What follows belongs to an exercise in optimizing a design on an open flow for small area, a short achievable clock period and few clock cycles per item; a production flow would make more cautious choices.
At most, simulation tests tie the RTL to the original design; equivalence was not proved.
For run 7, only the layout was checked, not whether the RTL still works.

==> config.mk <==
export PLATFORM = sky130hd
export DESIGN_NAME = exponentiation
export DESIGN_NICKNAME = exponentiation
export VERILOG_FILES = /design/flow/design.v
export SDC_FILE = /design/flow/constraint.sdc
export NUM_CORES = 4
export LEC_CHECK = 0
export ABC_AREA = 1
export CAP_MARGIN = 20
export CORE_MARGIN = 2
export CORE_UTILIZATION = 65
export SETUP_SLACK_MARGIN = 2.2
export SLEW_MARGIN = 20
==> constraint.sdc <==
create_clock -name core_clock -period 5.5 [get_ports {clock}]
set_input_delay 1.1000 -clock core_clock [delete_from_list [all_inputs] [get_ports {clock}]]
set_output_delay 1.1000 -clock core_clock [all_outputs]
set_load 0.01 [all_outputs]
==> design.v <==
`timescale 1ns/1ps
module mult_serial #(parameter W = 40, N = W + 8) (
input  logic [W-1:0] A,
input  logic [3:0]   one, two, neg,
input  logic         top,
output logic [N-1:0] S,
output logic [N-1:0] C
);
logic [N-1:0] r [0:4];
logic [W:0]   m [0:3];
always_comb begin
    for (int i = 0; i < 4; i++) begin
        m[i] = (({1'b0, A} & {(W+1){one[i]}}) | ({A, 1'b0} & {(W+1){two[i]}})) ^ {(W+1){neg[i]}};
        r[i] = '0;
        r[i][2*i +: W+1] = m[i];
        if (i > 0) begin
            r[i][W+1+2*i] = ~neg[i];
            r[i][2*i-2]   = neg[i-1];
        end
    end
    r[0][W+1] = neg[0];
    r[0][W+2] = neg[0];
    r[0][W+3] = ~neg[0];
    r[0][W+4] = 1'b1;
    r[0][W+6] = 1'b1;
    r[4] = '0;
    r[4][N-1:8] = A & {W{top}};
    r[4][6] = neg[3];
end
function automatic logic [2*N-1:0] csa(input logic [N-1:0] x, y, z);
    logic [N-1:0] s, cy;
    s  = x ^ y ^ z;
    cy = (x & y) | (x & z) | (y & z);
    csa = {cy[N-2:0], 1'b0, s};
endfunction
logic [N-1:0] s1, c1, s3, c3;
logic [2*N-1:0] t1, t3, t4;
assign t1 = csa(r[0], r[1], r[2]);
assign {c1, s1} = t1;
assign t3 = csa(s1, c1, r[3]);
assign {c3, s3} = t3;
assign t4 = csa(s3, c3, r[4]);
assign {C, S} = t4;
endmodule
`timescale 1ns/1ps
module exponentiation #(parameter W = 30, NC = 4) (
input logic clock,
input logic reset,
input logic start,
input logic [7:0] X,
input logic [3:0] Y,
output logic end_expo,
output logic [127:0] resultado
);
logic [W-1:0]  C [0:NC-1];
logic [3:0]    one, two, neg;    
logic          top;
logic [3:0]    cnt;              
logic          busy;
logic          load, triv;
logic          s1_v;
logic [NC-1:0] s1_sel;
logic [W-1:0]  a;                
logic [W+7:0]  ps, pc, ms, mc;
logic          last1;
logic [NC-1:0] upper_zero;       
logic          s2_v, s2_last, s2_final;
logic [NC-1:0] s2_sel;
logic [7:0]    t;
logic [W+7:0]  r;
logic [8:0]    xe;
logic [NC-1:0] next_sel;         
logic          next_v;
assign load = start & ~busy;
assign triv = (Y <= 4'd1) || (X <= 8'd1);
assign xe   = {X, 1'b0};
always_comb begin
    upper_zero[NC-1] = 1'b1;
    for (int i = NC-2; i >= 0; i--)
        upper_zero[i] = upper_zero[i+1] & (C[i+1] == '0) & ~(s2_v & s2_sel[i+1]);
end
assign last1 = s1_sel[NC-1] | (|(s1_sel & upper_zero) & (a[W-1:W-8] == 8'd0));
mult_serial #(.W(W)) MULT1 (.A(a), .one(one), .two(two), .neg(neg), .top(top), .S(ms), .C(mc));
assign r = ps + pc + {{W{1'b0}}, t};
always_comb begin
    a = '0;
    for (int i = 0; i < NC; i++)
        a = a | (C[i] & {W{s1_sel[i]}});
end
always_comb begin
    next_v   = 1'b0;
    next_sel = NC'(1);
    if (s1_v && !(last1 && (cnt == 4'd1 || s1_sel[0]))) begin
        next_v   = 1'b1;
        next_sel = last1 ? NC'(1) : (s1_sel << 1);
    end else if (s2_v && s2_last && !s2_final && s2_sel[0]) begin
        next_v   = 1'b1;
    end
end
always_ff @(posedge clock or posedge reset) begin
    if (reset) begin
        busy     <= 1'b0;
        end_expo <= 1'b0;
        cnt      <= 4'd0;
        s1_v     <= 1'b0;
        s2_v     <= 1'b0;
    end else begin
        end_expo <= 1'b0;
        s2_v     <= s1_v;
        if (load) begin
            cnt <= Y - 4'd1;
            if (triv) end_expo <= 1'b1;
            else begin
                busy <= 1'b1;
                s1_v <= 1'b1;
            end
        end else begin
            s1_v <= next_v;
            if (s1_v && last1) cnt <= cnt - 4'd1;
            if (s2_v && s2_final) begin
                busy     <= 1'b0;
                end_expo <= 1'b1;
            end
        end
    end
end
always_ff @(posedge clock) begin
    if (load) begin
        for (int i = 0; i < 4; i++) begin
            one[i] <= xe[2*i+1] ^ xe[2*i];
            two[i] <= (xe[2*i+2] & ~xe[2*i+1] & ~xe[2*i]) | (~xe[2*i+2] & xe[2*i+1] & xe[2*i]);
            neg[i] <= xe[2*i+2];
        end
        top    <= X[7];
        s1_sel <= NC'(1);
        t      <= 8'd0;
    end else begin
        s1_sel <= next_sel;
        if (s2_v) t <= s2_last ? 8'd0 : r[W+7:W];
    end
    ps       <= ms;
    pc       <= mc;
    s2_sel   <= s1_sel;
    s2_last  <= last1;
    s2_final <= last1 && cnt == 4'd1;
end
always_ff @(posedge clock) begin
    for (int i = 0; i < NC; i++) begin
        if (load) begin
            C[i] <= '0;
            if (i == 0) C[i][7:0] <= (Y == 4'd0) ? 8'd1 : X;
        end else if (s2_v && s2_sel[i]) begin
            C[i] <= r[W-1:0];
        end
    end
end
always_comb begin
    resultado = '0;
    for (int i = 0; i < NC; i++)
        resultado[i*W +: W] = C[i];
end
endmodule
==> flow/run.sh <==
#!/bin/bash
# The standard layout, with every port buffered by the smallest buffer
# (sky130_fd_sc_hd__buf_1) instead of the one buffer_ports picks by itself.
set -euo pipefail
bash standard.sh BUFFER_PORTS_ARGS="-buffer_cell sky130_fd_sc_hd__buf_1" finish > standard.log 2>&1
==> standard.sh <==
#!/bin/bash
# synth_recipe.tcl (not shown) runs the flow's synth.tcl, then flattens the netlist and writes it again
# the make line also repeats each setting of config.mk as NAME=value (left out here)
make -C /OpenROAD-flow-scripts/flow DESIGN_CONFIG=/design/flow/config.mk WORK_HOME=/design/flow/orfs CLKGATE_MAP_FILE= SYNTH_SCRIPT=/design/flow/synth_recipe.tcl "${@:-finish}"
==> impl_results.md, run 1 <==
* Outcome: finished clean
* HP Class: reg2reg
* Num rows at 57
* Most frequent cells in the layout: nand2_1, inv_1, dfxtp_1, nor2_1, buf_1
* GRT Overall Usage at 41.87%
* Starting Density at 66.20%
* Synthesized cell area at 0.01605 mm²
* Yosys cell types at 48
* Crit-path max FO at 13
* DR vias/cell at 6.124
* CTS clk-pin slew, worst paths at 0.06 ns
* CTS Root Cell: clkbuf_16
* Commonest non-fill, non-tap cell in the layout: nand2_1
* Die area at 0.02597 mm²
* Die span in x at 161.1 µm
* Core Area at 0.02425 mm²
* Sink Count at 230
* CP peak stage delay at 0.52 ns
* Placer Congestion at 0.9885
* Register area share after synthesis at 30.18%
* Max-cap violations at 0
* Drt total wl at 55.05 mm
* Crit path max-delay family: adder cells
* Compound-Gate Fraction of Synth Area at 15.54%
* Critical Path Start Type: flip-flop
* First-pass iteration count of the detailed router at 8
* Data required, critical path at 5.92 ns
* Most common cell on crit path: fa_1
* IO Pins at 144
* Clk buf depth at 3
* DRC Markers at 0
* DR iter-0 viols at 2133
* RSZ-0062 raised after global routing: true
* First-pass GRT wire length at 84.42 mm
* Rel. slew slack at 22.94%
* Number of CTS-inserted buffers at 26
* Clock Skews at 0.01515 ns
* Hold_buf cts at 0
* Area Overhead vs Synth at 15.35%
* H-tree Lvls at 1
* Vias after detailed routing at 15440
* Fraction of layout cells with a size suffix above 1 at 8.056%
* Die span in y at 161.1 µm
* CP Capture Type: flip-flop
* Worst skew pair latency at 0.56 ns
* Remaining Overflow, GRT at 0
* Fin crit share at 59.22%
* Fillcell total at 1761
* IO buf count at 135
* Critical path class: reg2reg
* Setup Viol. Count Final at 0
* #FFs+latches synth at 230
* Pins over their slew limit at 0
* Critical path's slowest cell: fa_1
* Post-DRT Antenna Nets at 0
* Mapped Cells at 2031
* Detailed placement HPWL at 38.94 mm
* Largest net degree at the start of global routing at 114
* Largest family of logic cells by synthesized area: simple AND/OR/NAND/NOR gates
* Ys flop type: dfxtp_1
* Drt wl/cell at 21.84 µm
* Worst EP arrival at 3.68 ns
* Worst slew pin tran at 1.156 ns
* Max Freq at 307.0 MHz
* Final Hold Viols at 0
* Number of flops mapped to enable cells by yosys at 20
* Average size of a mapped cell at 7.903 µm²
* Util after Layout at 76.36%
* Post-Synth XOR/XNOR Area at 7.694%
* Share of flip-flops with an asynchronous set or reset at 3.478%
* Crit path time final at 3.257 ns
* Antenna violations before repair at 0
* Mux share of post-synthesis cell area at 0.1247%
* CTS tree: built
* Setup TNS at 0 ns
* Ys Warns at 5
* Vias in the first global route at 15220
* Synth Area in Adders at 18.24%
* Synth Area in Simple Gates at 18.40%
* Crit path buf inv count at 2
* # diodes at 0
* Nets at 2369
* Critical-path cell list: inv_2, o21ai_0, a221oi_4, buf_12, o22ai_1, xor2_1, fa_1, fa_1, fa_1
-- flip-flops by register name, summed over array words and instances, names as in the netlist, 8 cells and up --
| signal | cells |
|---|---|
| ps | 38 |
| C | 120 |
| pc | 34 |
| t | 8 |
-- final timing paths --
check                      startpoint       end  slack, ns  cells after the start
max reg2reg                 s1_sel[0]    ps[16]       2.24                      9
min in group asynchronous       reset  end_expo       0.47                      2
min                              s1_v      s2_v       0.46                      0
min reg2reg                      s1_v      s2_v       0.46                      0
max in group asynchronous       reset    cnt[3]       4.78                      2
max                         s1_sel[0]    ps[16]       2.24                      9
-- per-stage QoR --
| stage | worst slack, ns | hold WS (ns) | instance area (µm²) | std cells |
|---|---|---|---|---|
| CTS | 2.191 | 0.4538 | 18300 | 2507 |
| detailed placement | 1.587 | 0.4370 | 16670 | 2423 |
| finish | 2.243 | 0.4610 | 18520 | 2521 |
| global route | 2.163 | 0.4667 | 18520 | 2521 |
| global placement | 1.690 | 0.4208 | 16650 | 2422 |
| floorplan | 2.425 | 0.3507 | 16080 | 2038 |
-- kinds of logic after synthesis --
family / count (synthesis)
AO/OA/AOI/OAI: 380
XOR/XNOR: 141
adder cells (fa/ha/maj): 177
buffers and inverters: 387
flip-flops: 230
multiplexers: 2
other: 1
AND/OR/NAND/NOR: 713
-- what timing repair did --
action | 4_1_cts | 5_1_grt
resized for setup | 32 | 26
cloned | 0 | 1
setup buffers | 36 | 12
pin swaps | 7 | 0
setup endpoints to repair | 64 | 58
-- worst reg2reg max path, delay by kind of cell, from the launching register on --
family / cells / cell delay (ns)
adders and majority gates: 3 / 1.43
buffers and inverters: 2 / 0.37
DFF: 1 / 0.49
AOI/OAI and AO/OA: 3 / 0.60
xor gates and xnor gates: 1 / 0.24
-- cell type report --
| class | count | area [µm²] | share of cell area (%) |
|---|---|---|---|
| Clock buffer | 35 | 734.5 | 3.967 |
| Inverter | 297 | 1131 | 6.109 |
| Tap cell | 324 | 405.4 | 2.189 |
| Multi-Input combinational cell | 1421 | 9940 | 53.68 |
| Clock inverter | 13 | 158.9 | 0.8582 |
| Timing Repair Buffer | 200 | 1282 | 6.927 |
| Sequential cell | 230 | 4856 | 26.23 |
| Timing Repair inverter | 1 | 7.507 | 0.04055 |
-- layer usage --
metal  vias to the layer above  GRT usage, %  wire [µm]
li1                       6935             -          -
met1                      7207         54.13      20690
met2                      1075         65.82      24500
met3                       221         7.422       6101
met4                         0         25.61       3762
met5                         -             0          0
-- cells in the mapped netlist, drive strengths merged, types with 19 or more instances --
cell type | number | area share (%)
nand2 | 407 | 9.6
dfxtp | 202 | 25
o21ai | 94 | 3.0
o211ai | 50 | 2.3
a21oi | 58 | 2.0
ha | 82 | 6.4
nand3 | 101 | 3.3
fa | 95 | 12
clkbuf | 54 | 1.3
a221oi | 19 | 1.8
inv | 291 | 6.8
o22ai | 125 | 4.9
nor2 | 161 | 3.9
xor2 | 131 | 7.1
edfxtp | 20 | 3.7
buf | 36 | 1.6
Testbench counts, summed over its fixed seeds: cycles 5,567, items 384.
==> run 2, diff against run 1 <==
--- a/config.mk
+++ b/config.mk
@@ -6,8 +6,7 @@
 export NUM_CORES = 4
 export LEC_CHECK = 0
-export ABC_AREA = 1
 export CAP_MARGIN = 20
 export CORE_MARGIN = 2
 export CORE_UTILIZATION = 65
-export SETUP_SLACK_MARGIN = 2.2
+export SETUP_SLACK_MARGIN = 2.4
 export SLEW_MARGIN = 20
==> impl_results.md, run 2 <==
* Outcome: finished clean
* Pins over their slew limit at 0
* Clk buf depth at 3
* CTS Root Cell: clkbuf_16
* Synth top area cells: dfxtp_1, fa_1, a22oi_1
* Post-synth top area share at 27.22%
* #FFs+latches synth at 230
* Hold_buf cts at 0
* Vias after detailed routing at 13480
* Data required, critical path at 5.86 ns
* IO Pins at 144
* CTS clk-pin slew, worst paths at 0.06 ns
* GRT met3 Usage at 7.465%
* CTS tree: built
* Drt total wl at 51.06 mm
* Number of flops mapped to enable cells by yosys at 20
* Met2 Use GR at 63.72%
* Setup TNS at 0 ns
* DR iter-0 viols at 1619
* DRC Markers at 0
* Area Overhead vs Synth at 20.62%
* First-pass GRT wire length at 75.28 mm
* Max-cap violations at 0
* Synth area leader: dfxtp_1
* Die area at 0.02408 mm²
* Number of flip-flops in the largest register at 120
* RSZ-0062 raised after global routing: true
* Average size of a mapped cell at 9.308 µm²
* CP Capture Type: flip-flop
* Largest register by flop count: C
* Setup Viol. Count Final at 0
* Share of flip-flops with an asynchronous set or reset at 3.478%
* Top cells by count, synth: dfxtp_1, a22oi_1, nand2_1
* Worst slack, placed at 1.831 ns
* Placer Congestion at 0.9883
* Detailed placement HPWL at 34.95 mm
* Post-DP Area at 0.01546 mm²
* Register area share after synthesis at 32.61%
* Crit path time final at 3.273 ns
* Most frequent cells in the layout: dfxtp_1, buf_1, nand2_1, a21oi_1, nor2_1
* Critical Path Start Type: flip-flop
* Remaining Overflow, GRT at 0
* Sink Count at 230
* Number of CTS-inserted buffers at 26
* Rel. slew slack at 30.80%
* Clock Skews at 0.02891 ns
* Ys Warns at 5
* H-tree Lvls at 1
* First-pass iteration count of the detailed router at 6
* Ys flop type: dfxtp_1
* GR met1 Demand/Resource at 53.56%
* IO buf count at 135
* Starting Density at 66.02%
* Fin crit share at 59.51%
* Final WS setup at 2.227 ns
* Worst EP arrival at 3.63 ns
* Vias in the first global route at 12890
* Max Freq at 305.5 MHz
* Die span in y at 155.2 µm
* Top-count cell post-synth: dfxtp_1
* Biggest regs: C: 120 flops, ps: 38 flops, pc: 34 flops
* Nets at 1927
* Largest net degree at the start of global routing at 87
* Commonest non-fill, non-tap cell in the layout: dfxtp_1
* Drt wl/cell at 25.05 µm
* # diodes at 0
* Top Usage Layer GRT: met2
* Mapped Cells at 1596
* Post-route design area at 0.01792 mm²
* Yosys cell types at 74
* Synthesized cell area at 0.01486 mm²
* Die span in x at 155.2 µm
* DR vias/cell at 6.614
* GRT Overall Usage at 40.81%
* Antenna violations before repair at 0
* Worst slew pin tran at 1.036 ns
* Critical path class: reg2reg
* Post-DRT Antenna Nets at 0
* Num rows at 55
* Fraction of layout cells with a size suffix above 1 at 18.08%
* Worst skew pair latency at 0.54 ns
* Final Hold Viols at 0
* HP Class: in2async
* Core Area at 0.02250 mm²
* Crit-path max FO at 4
## run 2: cells by family after synthesis
family / count (synthesis) / share of synthesized area, %
flops: 230 / 32.61
xor+xnor: 165 / 9.779
simple gates: 395 / 11.67
mux: 4 / 0.2864
fa+ha+maj: 177 / 19.71
compound gates: 470 / 21.70
buf+inv: 154 / 4.220
other cells: 1 / 0.02524
## run 2: final cells by class
class | instances | area [µm²]
Clock inverter | 12 | 170.2
Multi-Input combinational cell | 1220 | 10500
Fill cell | 1517 | 4584
Inverter | 53 | 207.7
Timing Repair Buffer | 204 | 1107
Tap cell | 285 | 356.6
Sequential cell | 230 | 4862
Clock buffer | 34 | 711.9
## run 2: final timing paths
check | start | to | slack, ns | depth (start not counted)
setup reg to reg | ps[6] | C[3][17] | 2.23 | 11
hold reg to reg | t[3] | t[3] | 0.46 | 2
min in group core_clock | t[3] | t[3] | 0.46 | 2
hold / removal | reset | end_expo | 0.46 | 2
setup / recovery | ps[6] | C[3][17] | 2.23 | 11
max in group asynchronous | reset | cnt[0] | 4.81 | 2
## run 2: what timing repair did
item	CTS	global route
pin swaps	43	72
buffers inserted	24	26
resized for setup	114	135
cloned	0	1
endpoints found under the setup margin	144	143
## run 2: metrics by stage
stage	hold WS (ns)	utilization, %	std cells
floorplan	0.3728	-	1603
global placement	0.4385	68.71	1941
detailed placement	0.4528	68.71	1941
CTS	0.4617	75.78	2011
global route	0.4780	79.63	2038
finish	0.4586	79.63	2038
## run 2: worst max-delay path, stage by stage, from the launching register on
cell and delay, ns:
dfxtp_1 0.32, fa_1 0.52, ha_4 0.32, and2_4 0.16, a221o_1 0.22, nor3_4 0.07
or3_4 0.44, a2111oi_4 0.42, mux2i_1 0.26, nand2_2 0.16, nand2_2 0.12, a21oi_2 0.08
## run 2: metal layers
metal | up-vias | wire length (µm) | part of all wire (%)
met1 | 6446 | 19000 | 37
met2 | 915 | 23210 | 45
met4 | 0 | 3574 | 7.0
met5 | - | 0 | 0
li1 | 5901 | - | -
met3 | 217 | 5270 | 10
==> run 3, diff against run 2 <==
--- a/config.mk
+++ b/config.mk
@@ -9,4 +9,4 @@
 export CORE_MARGIN = 2
 export CORE_UTILIZATION = 65
-export SETUP_SLACK_MARGIN = 2.4
+export SETUP_SLACK_MARGIN = 1.8
 export SLEW_MARGIN = 20
==> impl_results.md, run 3 <==
* First-pass iteration count of the detailed router at 7
* Crit-path max FO at 22
* Mapped Cells at 1596
* Setup Viol. Count Final at 0
* Largest net degree at the start of global routing at 87
* Yosys cell types at 74
* Share of flip-flops with an asynchronous set or reset at 3.478%
* Ys Warns at 5
* Critical path class: reg2reg
* Placer Congestion at 0.9883
* CTS clk-pin slew, worst paths at 0.06 ns
* Starting Density at 66.02%
* Biggest regs: C: 120 flops, ps: 38 flops, pc: 34 flops
* Worst skew pair latency at 0.54 ns
* RSZ-0062 raised after global routing: false
* Drt wl/cell at 24.11 µm
* Number of flops mapped to enable cells by yosys at 20
* Vias after detailed routing at 13150
* Die span in y at 155.2 µm
* Worst slew pin tran at 0.9562 ns
* Num rows at 55
* Ys flop type: dfxtp_1
* Max-cap violations at 0
* R2r setup slk at 1.87 ns
* R2r endpoint: ps[27]
* Top cells by count, synth: dfxtp_1, a22oi_1, nand2_1
* Nets at 1877
* Crit path time final at 3.625 ns
* Post-CTS Setup Inserts at 0
* Antenna violations before repair at 1
* HP Class: in2async
* Fillcell total at 1771
* Reg2Reg Depth at 8
* Top-count cell post-synth: dfxtp_1
* DRC Markers at 0
* Vias in the first global route at 12500
* Largest register by flop count: C
* Fin crit share at 65.92%
* Worst slack, placed at 1.831 ns
* Remaining Overflow, GRT at 0
* Pins over their slew limit at 0
* Critical Path Start Type: flip-flop
* GRT Overall Usage at 39.42%
* Post-DRT Antenna Nets at 0
* Number of CTS-inserted buffers at 26
* Post-synth top area share at 27.22%
* Area Overhead vs Synth at 10.38%
* CTS tree: built
* Core Area at 0.02250 mm²
* Clock Skews at 0.01765 ns
* Outcome: finished clean
* IO Pins at 144
* CTS Root Cell: clkbuf_16
* Post-DP Area at 0.01546 mm²
* Drt total wl at 47.93 mm
* First-pass GRT wire length at 72.88 mm
* Average size of a mapped cell at 9.308 µm²
* Die span in x at 155.2 µm
* H-tree Lvls at 1
* Commonest non-fill, non-tap cell in the layout: dfxtp_1
* Rel. slew slack at 36.10%
* Final WS setup at 1.875 ns
* Final Hold Viols at 0
* Worst EP arrival at 4.03 ns
* Die area at 0.02408 mm²
* Synthesized cell area at 0.01486 mm²
* Synth top area cells: dfxtp_1, fa_1, a22oi_1
* Most frequent cells in the layout: dfxtp_1, a22oi_1, nand2_1, a21oi_1, xnor2_1
* Synth area leader: dfxtp_1
* # diodes at 0
* Max Freq at 275.8 MHz
* Number of flip-flops in the largest register at 120
* CP Capture Type: flip-flop
* Clk buf depth at 3
* Reg2Reg Launch Point: s1_sel[0]
* DR vias/cell at 6.614
* Register area share after synthesis at 32.61%
* Post-route design area at 0.01640 mm²
* DR iter-0 viols at 1653
* Detailed placement HPWL at 34.95 mm
* Setup TNS at 0 ns
* Fraction of layout cells with a size suffix above 1 at 5.755%
* #FFs+latches synth at 230
* Sink Count at 230
* Data required, critical path at 5.90 ns
* IO buf count at 135
[run 3: changes by cell type in the layout (fill, tap and decap cells not counted), moves of 10 or more]
cell and change:
nand2_4 -22, buf_4 -35, xnor2_1 +14, a21oi_1 +11, a22oi_2 -66, xnor2_2 -10
buf_6 -12, nand2_1 +29, a22oi_1 +66
[run 3: final cells by class]
class                   instances  area, µm²  area share [%]
multi-input cells            1219       9447           57.61
flip-flops and latches        230       4848           29.57
clock buffers                  34      711.9           4.342
repair buffers                155      664.4           4.052
well taps                     285      356.6           2.175
inverters                      53      200.2           1.221
clock inverters                12      170.2           1.038
[run 3: worst max-delay path by stage]
| stage | to | startpoint | cells past startpoint |
|---|---|---|---|
| finish | ps[27] | s1_sel[0] | 8 |
| CTS | ps[27] | s1_sel[2] | 7 |
| detailed placement | ps[31] | s1_sel[3] | 8 |
| global placement | ps[31] | s1_sel[3] | 8 |
| global route | C[3][14] | ps[3] | 12 |
| floorplan | ps[12] | neg[0] | 7 |
[run 3: worst max-delay path, stage by stage, from the launching register on]
cell and delay (ns):
dfxtp_1 0.65, buf_4 0.38, a22oi_1 0.18, nand2_1 0.41, a22oi_1 0.15, xnor2_1 0.19, fa_1 0.62, fa_1 0.44
fa_1 0.44
[run 3: kinds of logic (layout without fill, tap and decap cells)]
group                    after synthesis  after routing  share of synthesized area (%)
other                                  1              8                        0.02524
flip-flops                           230            230                          32.61
AND/OR/NAND/NOR                      395            395                          11.67
adder cells (fa/ha/maj)              177            177                          19.71
XOR/XNOR                             165            165                          9.779
AO/OA/AOI/OAI                        470            470                          21.70
buffers and inverters                154            254                          4.220
multiplexers                           4              4                         0.2864
[run 3: through the flow]
| stage | cells | utilization, % | hold slack [ns] |
|---|---|---|---|
| after CTS | 1987 | 72.63 | 0.4669 |
| after global routing | 1988 | 72.87 | 0.4996 |
| final | 1988 | 72.87 | 0.4630 |
| after floorplan | 1603 | - | 0.3728 |
| after global placement | 1941 | 68.71 | 0.4385 |
| after detailed placement | 1941 | 68.71 | 0.4528 |
[run 3: routing by layer]
metal | track usage [%] | vias up | part of all wire (%)
met5 | 0 | - | 0
met4 | 20.58 | 0 | 6.4
met3 | 5.989 | 180 | 10
met2 | 61.93 | 867 | 45
met1 | 53.17 | 6303 | 38
li1 | - | 5799 | -
[run 3: what timing repair did]
item	CTS	global route
hold buffers	0	0
hold endpoints to repair	0	0
setup endpoints to repair	2	41
gates resized for setup	1	10
==> run 4, diff against run 3 <==
--- a/config.mk
+++ b/config.mk
@@ -9,4 +9,4 @@
 export CORE_MARGIN = 2
 export CORE_UTILIZATION = 65
-export SETUP_SLACK_MARGIN = 1.8
+export SETUP_SLACK_MARGIN = 2.0
 export SLEW_MARGIN = 20
==> impl_results.md, run 4 <==
* Ys Warns at 5
* Biggest regs: C: 120 flops, ps: 38 flops, pc: 34 flops
* Max-cap violations at 0
* Register area share after synthesis at 32.61%
* Top-count cell post-synth: dfxtp_1
* Setup Viol. Count Final at 0
* IO buf count at 135
* HP Class: reg2reg
* Synth area leader: dfxtp_1
* Vias after detailed routing at 13130
* Antenna violations before repair at 1
* IO Pins at 144
* Die span in x at 155.2 µm
* Die area at 0.02408 mm²
* Crit path time final at 3.469 ns
* Outcome: finished clean
* Final Hold Viols at 0
* First-pass GRT wire length at 72.97 mm
* DRC Markers at 0
* Fin crit share at 63.08%
* Share of flip-flops with an asynchronous set or reset at 3.478%
* Synth top area cells: dfxtp_1, fa_1, a22oi_1
* Top cells by count, synth: dfxtp_1, a22oi_1, nand2_1
* Hold_buf cts at 0
* Post-synth top area share at 27.22%
* Post-DP Area at 0.01546 mm²
* Rel. slew slack at 33.21%
* Remaining Overflow, GRT at 0
* Crit-path max FO at 20
* Number of CTS-inserted buffers at 26
* Clock Skews at 0.02343 ns
* WHS at 0.4524 ns
* H-tree Lvls at 1
* Ys flop type: dfxtp_1
* Commonest non-fill, non-tap cell in the layout: dfxtp_1
* DR iter-0 viols at 1617
* #FFs+latches synth at 230
* Mapped Cells at 1596
* CTS Root Cell: clkbuf_16
* DR vias/cell at 6.594
* Drt wl/cell at 24.23 µm
* Starting Density at 66.02%
* Setup TNS at 0 ns
* RSZ-0062 raised after global routing: true
* Number of flops mapped to enable cells by yosys at 20
* Average size of a mapped cell at 9.308 µm²
* Most frequent cells in the layout: dfxtp_1, a22oi_1, nand2_1, a21oi_1, nor2_1
* CTS clk-pin slew, worst paths at 0.06 ns
* Synthesized cell area at 0.01486 mm²
* Placer Congestion at 0.9883
* Max Freq at 288.2 MHz
* Die span in y at 155.2 µm
* CTS tree: built
* Worst skew pair latency at 0.54 ns
* Post-DRT Antenna Nets at 0
* Sink Count at 230
* CP Capture Type: flip-flop
* Nets at 1879
* Pins over their slew limit at 0
* Critical Path Start Type: flip-flop
* Number of flip-flops in the largest register at 120
* Num rows at 55
* Data required, critical path at 5.90 ns
* Worst slew pin tran at 0.9984 ns
* Detailed placement HPWL at 34.95 mm
* GRT Overall Usage at 39.45%
* Drt total wl at 48.24 mm
* Core Area at 0.02250 mm²
* Area Overhead vs Synth at 11.67%
* Worst EP arrival at 3.87 ns
* Largest register by flop count: C
* Post-route design area at 0.01659 mm²
* Critical path class: reg2reg
* Fraction of layout cells with a size suffix above 1 at 7.507%
* First-pass iteration count of the detailed router at 6
* Largest net degree at the start of global routing at 87
* Vias in the first global route at 12520
* Yosys cell types at 74
* Clk buf depth at 3
==> run 4: cell types whose count changed in the layout (fill, tap and decap cells not counted), sizes merged <==
cell / change
buf: +2
diode: +1
==> run 4: worst paths after layout <==
check                               start  endpoint  slack (ns)  depth (start not counted)
worst min-delay path                 t[3]      t[3]        0.45                          2
worst min register to register       t[3]      t[3]        0.45                          2
max in group asynchronous           reset    cnt[0]        4.81                          2
min in group asynchronous           reset  end_expo        0.46                          2
worst max-delay path            s1_sel[1]    ps[23]        2.03                          8
worst max register to register  s1_sel[1]    ps[23]        2.03                          8
==> run 4: routing by layer <==
metal / vias to the layer above / GRT usage [%] / wire length [µm]
met5: - / 0 / 0
met4: 0 / 20.97 / 2961
met3: 177 / 6.072 / 5032
met2: 859 / 61.82 / 21920
met1: 6284 / 53.16 / 18330
li1: 5809 / - / -
==> run 4: cell families (layout without fill, tap and decap cells) <==
logic type | Yosys count | after routing | synth area share, %
compound gates | 470 | 470 | 21.70
simple gates | 395 | 395 | 11.67
flops | 230 | 230 | 32.61
fa+ha+maj | 177 | 177 | 19.71
xor+xnor | 165 | 165 | 9.779
buf+inv | 154 | 256 | 4.220
mux | 4 | 4 | 0.2864
other cells | 1 | 9 | 0.02524
==> run 4: worst max-delay path, stage by stage (launching register included) <==
cell	delay, ns
dfxtp_2	0.47
buf_4	0.26
a22oi_1	0.43
nand2_2	0.27
a22oi_1	0.29
xnor2_1	0.17
fa_1	0.49
fa_1	0.52
fa_1	0.42
==> run 4: stage by stage <==
stage	setup slack, ns	cells	utilization, %
2_1_floorplan	2.484	1603	-
3_3_place_gp	1.806	1941	68.71
3_5_place_dp	1.831	1941	68.71
4_1_cts	2.009	1987	72.81
5_1_grt	1.924	1990	73.71
6_report	2.031	1991	73.72
==> run 4: layout make-up <==
cell class	instances	area, µm²
timing repair buffer	157	691.9
clock buffer	34	711.9
clock inverter	12	170.2
sequential	230	4851
fill	1752	5913
antenna	1	2.502
multi-input combinational	1219	9605
inverter	53	200.2
tap	285	356.6
==> run 4: what timing repair did <==
item	CTS	global route
pin swaps	0	8
endpoints found under the setup margin	56	60
setup buffers	0	2
gates resized for setup	13	30
gates cloned	0	0
==> run 5, diff against run 4 <==
--- a/config.mk
+++ b/config.mk
@@ -9,4 +9,4 @@
 export CORE_MARGIN = 2
 export CORE_UTILIZATION = 65
-export SETUP_SLACK_MARGIN = 2.0
+export SETUP_SLACK_MARGIN = 2.2
 export SLEW_MARGIN = 20
==> impl_results.md, run 5 <==
* Reg2Reg Depth at 13
* Final WS setup at 2.235 ns
* R2r endpoint: C[3][17]
* H-tree Lvls at 1
* DR iter-0 viols at 1678
* Synth top area cells: dfxtp_1, fa_1, a22oi_1
* Drt total wl at 48.81 mm
* Antenna violations before repair at 0
* Max-cap violations at 0
* Number of flops mapped to enable cells by yosys at 20
* Reg2Reg Launch Point: t[3]
* Largest net degree at the start of global routing at 87
* IO buf count at 135
* Worst skew pair latency at 0.54 ns
* Worst slew pin tran at 0.9577 ns
* Placer Congestion at 0.9883
* Vias in the first global route at 12650
* Post-DRT Antenna Nets at 0
* Post-synth top area share at 27.22%
* Synthesized cell area at 0.01486 mm²
* First-pass GRT wire length at 73.46 mm
* Number of CTS-inserted buffers at 26
* Clock Skews at 0.01883 ns
* Worst EP arrival at 3.63 ns
* Critical path class: reg2reg
* Fin cells at 2004
* Setup Viol. Count Final at 0
* R2r setup slk at 2.24 ns
* Die span in x at 155.2 µm
* Die span in y at 155.2 µm
* Nets at 1893
* Sink Count at 230
* DRC Markers at 0
* Commonest non-fill, non-tap cell in the layout: dfxtp_1
* Register area share after synthesis at 32.61%
* Biggest regs: C: 120 flops, ps: 38 flops, pc: 34 flops
* Critical path's slowest cell: fa_1
* #FFs+latches synth at 230
* Rel. slew slack at 36.00%
* Outcome: finished clean
* HP Class: reg2reg
* DR vias/cell at 6.621
* Mapped Cells at 1596
* Num rows at 55
* Worst slack, placed at 1.831 ns
* CTS tree: built
* Largest register by flop count: C
* Share of flip-flops with an asynchronous set or reset at 3.478%
* Most frequent cells in the layout: dfxtp_1, a22oi_1, a21oi_1, nand2_1
* Die area at 0.02408 mm²
* CP Capture Type: flip-flop
* IO Pins at 144
* Remaining Overflow, GRT at 0
* Setup TNS at 0 ns
* Max Freq at 306.3 MHz
* Average size of a mapped cell at 9.308 µm²
* Ys Warns at 5
* Core Area at 0.02250 mm²
* Pins over their slew limit at 0
* Number of flip-flops in the largest register at 120
* Crit path time final at 3.265 ns
* Post-DP Area at 0.01546 mm²
* Critical Path Start Type: flip-flop
* Area Overhead vs Synth at 13.93%
* # diodes at 0
* Drt wl/cell at 24.36 µm
* Hold_buf cts at 0
* First-pass iteration count of the detailed router at 6
* Top-count cell post-synth: dfxtp_1
* Starting Density at 66.02%
* Post-Place Cells at 1941
* Crit-path max FO at 4
* Ys flop type: dfxtp_1
* CP Capture Point: C[3][17]
* Synth area leader: dfxtp_1
* Fin crit share at 59.36%
* Top cells by count, synth: dfxtp_1, a22oi_1, nand2_1
* Data required, critical path at 5.86 ns
* Yosys cell types at 74
* Critical-path cell list: inv_2, fa_1, inv_2, ha_4, nor2b_4, o211a_4, nor3_4, or3_4, a2111oi_4, mux2i_1, nand2_2, nand2_2, a21oi_2
* Crit path from: t[3]
* Detailed placement HPWL at 34.95 mm
* CTS Root Cell: clkbuf_16
* Fraction of layout cells with a size suffix above 1 at 11.11%
* Final Hold Viols at 0
* CP peak stage delay at 0.54 ns
* RSZ-0062 raised after global routing: true
* GRT Overall Usage at 39.74%
* CTS clk-pin slew, worst paths at 0.06 ns
* Vias after detailed routing at 13270
* Post-route design area at 0.01693 mm²
* Clk buf depth at 3
-- run 5: cell count changes in the layout (fill, tap and decap cells not counted), moves of 3 or more --
| cell | delta |
|---|---|
| a21oi_1 | -3 |
| nand2_1 | -13 |
| buf_4 | +11 |
| a22oi_2 | +19 |
| dfxtp_4 | +3 |
| o21ai_2 | +3 |
| a22oi_1 | -19 |
| nand2_4 | +3 |
| dfxtp_2 | -3 |
| nand2_2 | +11 |
-- run 5: worst min-delay path by stage --
stage / slack (ns) / cells past startpoint / from / end
2_1_floorplan: 0.37 / 0 / s1_sel[1] / s2_sel[1]
3_5_place_dp: 0.45 / 2 / t[3] / t[3]
3_3_place_gp: 0.44 / 2 / t[2] / t[2]
5_1_grt: 0.49 / 2 / t[3] / t[3]
6_report: 0.46 / 2 / t[2] / t[2]
4_1_cts: 0.47 / 2 / reset / s1_v
-- run 5: logic make-up (layout without fill, tap and decap cells) --
logic type	after synthesis	after routing	synth area share [%]
flops	230	230	32.61
xor+xnor	165	165	9.779
compound gates	470	470	21.70
buf+inv	154	269	4.220
other cells	1	8	0.02524
simple gates	395	396	11.67
mux	4	4	0.2864
fa+ha+maj	177	177	19.71
-- run 5: area by class of cell --
class / instances / area, µm²
fillers: 1707 / 5578
repair buffers: 170 / 797.0
clock buffers: 34 / 711.9
clock inverters: 12 / 170.2
flip-flops and latches: 230 / 4858
well taps: 285 / 356.6
multi-input cells: 1220 / 9831
inverters: 53 / 200.2
-- run 5: routing by layer --
metal  vias up  global-route usage, %  wire length (µm)
li1       5841                      -                 -
met1      6379                  53.23             18410
met2       852                  61.74             22100
met3       196                  6.407              5081
met4         0                  22.54              3220
met5         -                      0                 0
-- run 5: what timing repair did --
| action | in CTS | in global routing |
|---|---|---|
| pin swaps | 10 | 23 |
| setup endpoints to repair | 115 | 112 |
| cloned | 0 | 1 |
| endpoints found under the hold margin | 0 | 0 |
| gates resized for setup | 51 | 53 |
| setup buffers | 4 | 11 |
-- run 5: through the flow --
stage	util, %	hold slack, ns
final	75.21	0.4631
after global routing	75.21	0.4914
after CTS	73.70	0.4669
after detailed placement	68.71	0.4528
after global placement	68.71	0.4385
after floorplan	-	0.3728
-- run 5: worst max-delay path, delay by kind of cell, from the launching register on --
kind                     cells  cell delay, ns
AO/OA/AOI/OAI                3            0.67
multiplexers                 1            0.26
flip-flops                   1            0.33
buffers and inverters        2            0.09
AND/OR/NAND/NOR              5            0.92
adder cells (fa/ha/maj)      2            0.82
==> run 6, diff against run 5 <==
--- a/config.mk
+++ b/config.mk
@@ -9,4 +9,6 @@
 export CORE_MARGIN = 2
 export CORE_UTILIZATION = 65
+export GPL_ROUTABILITY_DRIVEN = 0
+export GPL_TIMING_DRIVEN = 0
 export SETUP_SLACK_MARGIN = 2.2
 export SLEW_MARGIN = 20
==> impl_results.md, run 6 <==
* Outcome: finished clean
* CP Capture Type: flip-flop
* Max-cap violations at 0
* Synth top area cells: dfxtp_1, fa_1, a22oi_1
* Data required, critical path at 5.94 ns
* Top cells by count, synth: dfxtp_1, a22oi_1, nand2_1
* Ys flop type: dfxtp_1
* Die span in x at 155.2 µm
* Number of flip-flops in the largest register at 120
* Setup Viol. Count Final at 0
* Share of flip-flops with an asynchronous set or reset at 3.478%
* Fin crit share at 60.67%
* Core Area at 0.02250 mm²
* # diodes at 0
* Synth area leader: dfxtp_1
* Hold path endpoint: s2_sel[0]
* DR iter-0 viols at 2021
* Ys Warns at 5
* Antenna violations before repair at 0
* Area Overhead vs Synth at 18.66%
* Crit path buf inv count at 1
* Drt total wl at 50.80 mm
* RSZ-0062 raised after global routing: true
* R2r setup slk at 2.16 ns
* HP Class: reg2reg
* DR vias/cell at 6.581
* Rel. slew slack at 38.70%
* Remaining Overflow, GRT at 0
* Clk buf depth at 3
* Critical Path Start Type: flip-flop
* Yosys cell types at 74
* Starting Density at 66.02%
* Sink Count at 230
* WHS at 0.4096 ns
* Hold depth at 0
* Clock Skews at 0.01410 ns
* Critical path class: reg2reg
* H-tree Lvls at 1
* R2r endpoint: t[5]
* Crit-path max FO at 4
* CP peak stage delay at 0.58 ns
* Largest register by flop count: C
* CTS clk-pin slew, worst paths at 0.06 ns
* Num rows at 55
* Crit path time final at 3.337 ns
* Most frequent cells in the layout: dfxtp_1, buf_1, nand2_1, a21oi_1, nor2_1
* Commonest non-fill, non-tap cell in the layout: dfxtp_1
* Mapped Cells at 1596
* Util after Layout at 78.34%
* Fraction of layout cells with a size suffix above 1 at 14.29%
* Final Hold Viols at 0
* Post-DP Area at 0.01575 mm²
* Max Freq at 299.7 MHz
* Detailed placement HPWL at 38.67 mm
* Post-route design area at 0.01763 mm²
* #FFs+latches synth at 230
* Crit path depth at 12
* CTS Root Cell: clkbuf_16
* CTS tree: built
* Hold path start: s1_sel[0]
* Largest net degree at the start of global routing at 22
* Number of CTS-inserted buffers at 25
* Critical path's slowest cell: fa_1
* GRT Overall Usage at 41.18%
* Worst EP arrival at 3.77 ns
* Crit path max-delay family: compound AO/OA/AOI/OAI gates
* Top-count cell post-synth: dfxtp_1
* Register area share after synthesis at 32.61%
* IO Pins at 144
* Die area at 0.02408 mm²
* Worst slew pin tran at 0.9165 ns
* IO buf count at 135
* Nets at 1978
* Setup TNS at 0 ns
* Critical-path cell list: fa_1, ha_4, and2_4, a221o_1, nor3_4, or3_4, o21ai_4, a21oi_4, buf_12, o2111ai_4, and3_1, a211o_1
* Number of flops mapped to enable cells by yosys at 20
* First-pass GRT wire length at 75.43 mm
* DRC Markers at 0
* Reg2Reg Launch Point: ps[6]
* Vias in the first global route at 12920
* Average size of a mapped cell at 9.308 µm²
* Vias after detailed routing at 13750
* Worst skew pair latency at 0.56 ns
* Pins over their slew limit at 0
* Drt wl/cell at 24.30 µm
* Biggest regs: C: 120 flops, ps: 38 flops, pc: 34 flops
* Post-synth top area share at 27.22%
* Post-DRT Antenna Nets at 0
* Reg2Reg Depth at 12
* Die span in y at 155.2 µm
* First-pass iteration count of the detailed router at 7
* Synthesized cell area at 0.01486 mm²
[run 6: changes by cell type in the layout (fill, tap and decap cells not counted), sizes merged]
| cell | change |
|---|---|
| nand2 | -1 |
| clkinv | -1 |
| buf | +19 |
| clkbuf | +72 |
| bufinv | -3 |
| clkinvlp | -1 |
| inv | +1 |
[run 6: worst register-to-register path: cells and delay by family, from the launching register on]
family	cells	cell delay, ns
flip-flops	1	0.32
buffers and inverters	1	0.16
AND/OR/NAND/NOR	4	0.81
AO/OA/AOI/OAI	5	1.12
adder cells (fa/ha/maj)	2	0.80
[run 6: cell type report]
class	count	area [µm²]
Inverter	53	198.9
Fill cell	1567	4875
Buffer	101	481.7
Clock buffer	38	755.7
Sequential cell	230	4851
Tap cell	285	356.6
Multi-Input combinational cell	1219	10200
Timing Repair Buffer	156	700.7
Clock inverter	8	85.08
[run 6: worst max-delay path by stage]
stage	slack, ns	startpoint	to
6_report	2.16	ps[6]	t[5]
2_1_floorplan	2.48	neg[0]	ps[12]
3_3_place_gp	1.01	t[7]	C[3][26]
5_1_grt	2.09	t[3]	C[3][19]
4_1_cts	2.17	s1_sel[2]	ps[13]
3_5_place_dp	1.31	t[7]	C[1][26]
[run 6: kinds of logic (layout without fill, tap and decap cells)]
kind of cell | Yosys count | after routing | synth area share [%]
AO/OA/AOI/OAI | 470 | 470 | 21.70
XOR/XNOR | 165 | 165 | 9.779
adder cells (fa/ha/maj) | 177 | 177 | 19.71
buffers and inverters | 154 | 356 | 4.220
flip-flops | 230 | 230 | 32.61
multiplexers | 4 | 4 | 0.2864
other | 1 | 8 | 0.02524
AND/OR/NAND/NOR | 395 | 395 | 11.67
[run 6: routing by layer]
layer	up-vias	GRT usage, %	routed length, µm
met5	-	0	0
met3	209	9.276	5729
li1	6025	-	-
met2	928	61.99	22470
met1	6592	55.46	19300
met4	0	22.72	3295
[run 6: metrics by stage]
| step | std cells | setup WS [ns] |
|---|---|---|
| 3_5_place_dp | 2023 | 1.313 |
| 3_3_place_gp | 2023 | 1.015 |
| 4_1_cts | 2078 | 2.175 |
| 2_1_floorplan | 1603 | 2.484 |
| 6_report | 2090 | 2.163 |
| 5_1_grt | 2090 | 2.092 |
[run 6: repair_timing]
action | CTS | global route
pin swaps | 27 | 52
hold endpoints to repair | 0 | 0
gates resized for setup | 103 | 114
setup buffers | 9 | 12
setup endpoints to repair | 104 | 109
hold buffers | 0 | 0
==> run 7, diff against run 6 <==
--- a/design.v
+++ b/design.v
@@ -44,5 +44,5 @@
 endmodule
 `timescale 1ns/1ps
-module exponentiation #(parameter W = 30, NC = 4) (
+module exponentiation #(parameter W = 32, NC = 4) (
 input logic clock,
 input logic reset,
--- a/config.mk
+++ b/config.mk
@@ -9,6 +9,4 @@
 export CORE_MARGIN = 2
 export CORE_UTILIZATION = 65
-export GPL_ROUTABILITY_DRIVEN = 0
-export GPL_TIMING_DRIVEN = 0
 export SETUP_SLACK_MARGIN = 2.2
 export SLEW_MARGIN = 20
==> impl_results.md, run 7 <==
* Top Usage Layer GRT: met2
* Critical path class: reg2reg
* GRT met3 Usage at 6.460%
* Rel. slew slack at 20.69%
* Setup TNS at 0 ns
* Most common cell on crit path: fa_1
* GR met1 Demand/Resource at 51.65%
* CTS tree: built
* Synth area leader: dfxtp_1
* Die span in y at 159.5 µm
* Clk buf depth at 3
* Setup Viol. Count Final at 0
* Commonest non-fill, non-tap cell in the layout: dfxtp_1
* Number of CTS-inserted buffers at 28
* WHS at 0.4665 ns
* Fraction of layout cells with a size suffix above 1 at 7.496%
* Mapped Cells at 1686
* Biggest regs: C: 128 flops, ps: 40 flops, pc: 36 flops
* Die area at 0.02545 mm²
* Register area share after synthesis at 32.34%
* Starting Density at 66.58%
* Number of flops mapped to enable cells by yosys at 20
* Post-Place Cells at 2064
* R2r endpoint: ps[21]
* Drt total wl at 51.11 mm
* Critical Path Start Type: flip-flop
* Post-DRT Antenna Nets at 0
* IO Pins at 144
* Max-cap violations at 0
* Clock Skews at 0.01302 ns
* Data required, critical path at 5.91 ns
* Number of flip-flops in the largest register at 128
* Die span in x at 159.5 µm
* Reg2Reg Depth at 8
* Reg2Reg Launch Point: s1_sel[2]
* Num rows at 56
* First-pass iteration count of the detailed router at 7
* Ys flop type: dfxtp_1
* Final Hold Viols at 0
* DRC Markers at 0
* Worst skew pair latency at 0.55 ns
* Fin cells at 2120
* Vias after detailed routing at 14210
* R2r setup slk at 2.13 ns
* Fin crit share at 61.34%
* Crit path time final at 3.373 ns
* Critical path's slowest cell: fa_1
* Share of flip-flops with an asynchronous set or reset at 3.306%
* CTS Root Cell: clkbuf_16
* # diodes at 0
* Crit-path max FO at 34
* Fillcell total at 1781
* Ys Warns at 5
* HP Class: in2async
* GRT Overall Usage at 39.00%
* Worst slew pin tran at 1.190 ns
* Top-count cell post-synth: dfxtp_1
* CTS clk-pin slew, worst paths at 0.06 ns
* CP Capture Type: flip-flop
* H-tree Lvls at 1
* Sink Count at 242
* Placer Congestion at 0.9789
* #FFs+latches synth at 242
* Top cells by count, synth: dfxtp_1, nand2_1, a22oi_1
* Antenna violations before repair at 0
* CP peak stage delay at 0.60 ns
* Remaining Overflow, GRT at 0
* Post-synth top area share at 27.25%
* Critical-path cell list: buf_4, a22oi_1, nand2_1, a22oi_1, xnor2_1, fa_1, fa_1, fa_1
* Largest net degree at the start of global routing at 67
* Met2 Use GR at 61.20%
* Most frequent cells in the layout: dfxtp_1, nand2_1, a22oi_1, buf_1
* Largest register by flop count: C
* Drt wl/cell at 24.11 µm
* Worst EP arrival at 3.79 ns
* Outcome: finished clean
* Nets at 1982
* Detailed placement HPWL at 37.29 mm
* DR iter-0 viols at 1917
* Area Overhead vs Synth at 12.05%
* Average size of a mapped cell at 9.325 µm²
* Synthesized cell area at 0.01572 mm²
* Pins over their slew limit at 0
* Core Area at 0.02361 mm²
* First-pass GRT wire length at 77.71 mm
* RSZ-0062 raised after global routing: true
* Yosys cell types at 75
* Max Freq at 296.4 MHz
* Synth top area cells: dfxtp_1, fa_1, a22oi_1
* Util after Layout at 74.60%
* IO buf count at 143
* DR vias/cell at 6.702
* Vias in the first global route at 13350
-- run 7: cell types whose count changed after synthesis, moves of 7 or more --
cell	change
buf_4	-7
a22oi_1	+12
nand2_1	+43
nand3_1	+26
dfxtp_1	+12
nor2_1	-70
a32o_1	+7
clkbuf_1	+16
a22o_1	+7
-- run 7: per-layer routing --
metal / up-vias / share of wire, %
met2: 947 / 45
met4: 0 / 6.9
met3: 217 / 10
met5: - / 0
li1: 6252 / -
met1: 6793 / 38
-- run 7: critical path, delay by kind of cell, from the launching register on --
family	cells	cell delay [ns]
fa+ha+maj	3	1.47
buf+inv	1	0.25
flops	1	0.29
simple gates	1	0.33
compound gates	2	0.75
xor+xnor	1	0.13
-- run 7: through the flow --
stage / worst slack [ns] / area [µm²]
after detailed placement: 1.807 / 16460
after floorplan: 2.270 / 15720
after global placement: 1.888 / 16400
final: 2.127 / 17620
after CTS: 2.182 / 17390
after global routing: 2.072 / 17620
-- run 7: layout make-up --
| cell class | instances | area [µm²] | area share [%] |
|---|---|---|---|
| Timing Repair Buffer | 171 | 807.0 | 4.581 |
| Sequential cell | 242 | 5090 | 28.89 |
| Tap cell | 319 | 399.1 | 2.266 |
| Clock buffer | 41 | 810.8 | 4.603 |
| Multi-Input combinational cell | 1288 | 10250 | 58.21 |
| Clock inverter | 10 | 66.31 | 0.3764 |
| Inverter | 49 | 188.9 | 1.073 |
-- run 7: worst max-delay path by stage --
stage | start | endpoint | slack, ns | cells past startpoint
finish | s1_sel[2] | ps[21] | 2.13 | 8
detailed placement | s1_sel[3] | ps[34] | 1.81 | 9
floorplan | s1_sel[1] | ps[10] | 2.27 | 10
global placement | s1_sel[3] | ps[34] | 1.89 | 9
CTS | ps[3] | t[5] | 2.18 | 12
global route | s1_sel[2] | ps[6] | 2.07 | 9
-- run 7: kinds of logic after synthesis --
family / synth area share, %
xor+xnor: 9.025
flops: 32.34
buf+inv: 3.772
fa+ha+maj: 19.71
mux: 0.4775
compound gates: 22.27
simple gates: 12.41
-- run 7: repair_timing --
item / 4_1_cts / 5_1_grt
resized for setup: 17 / 37
pin swaps: 0 / 4
endpoints found under the hold margin: 0 / 0
hold buffers: 0 / 0
cloned: 0 / 0
setup endpoints to repair: 104 / 80
setup buffers: 1 / 1

[what the ideal ports hide]
The flow's constraints put no driver on any port. The routed layouts listed below were extracted and timed again, unchanged, in two steps.
Step 1: set_driving_cell puts a clkbuf_16 on clock and a buf_2 on each other input, an assumption about the parent block.
Step 2 adds t to the input delays and takes it off the output delays; t is the mean of the earliest and latest rising clock arrival at the registers after step 1. Input paths then give back, and output paths get back, about the clock's delay inside the block.
a / b / c = ideal ports / drivers / drivers and shift; a / b = the first two.
run	t (ns)	setup WS [ns]	worst setup path after step 2	cell pins on the clock port's net
run 1	0.605	2.243 / 2.243 / 2.243	register to register	1
run 2	0.579	2.227 / 2.227 / 1.950	input to register	1
run 3	0.580	1.875 / 1.875 / 1.875	register to register	1
run 4	0.581	2.031 / 2.031 / 1.913	input to register	1
run 5	0.578	2.235 / 2.235 / 1.910	input to register	1
run 6	0.601	2.163 / 2.163 / 2.163	register to register	1
run 7	0.595	2.127 / 2.127 / 2.127	register to register	1
After both steps every run listed still meets setup and hold. For run 5, which loses most, drivers alone change the setup slack by 0.000 ns; drivers and shift together by -0.325 ns.
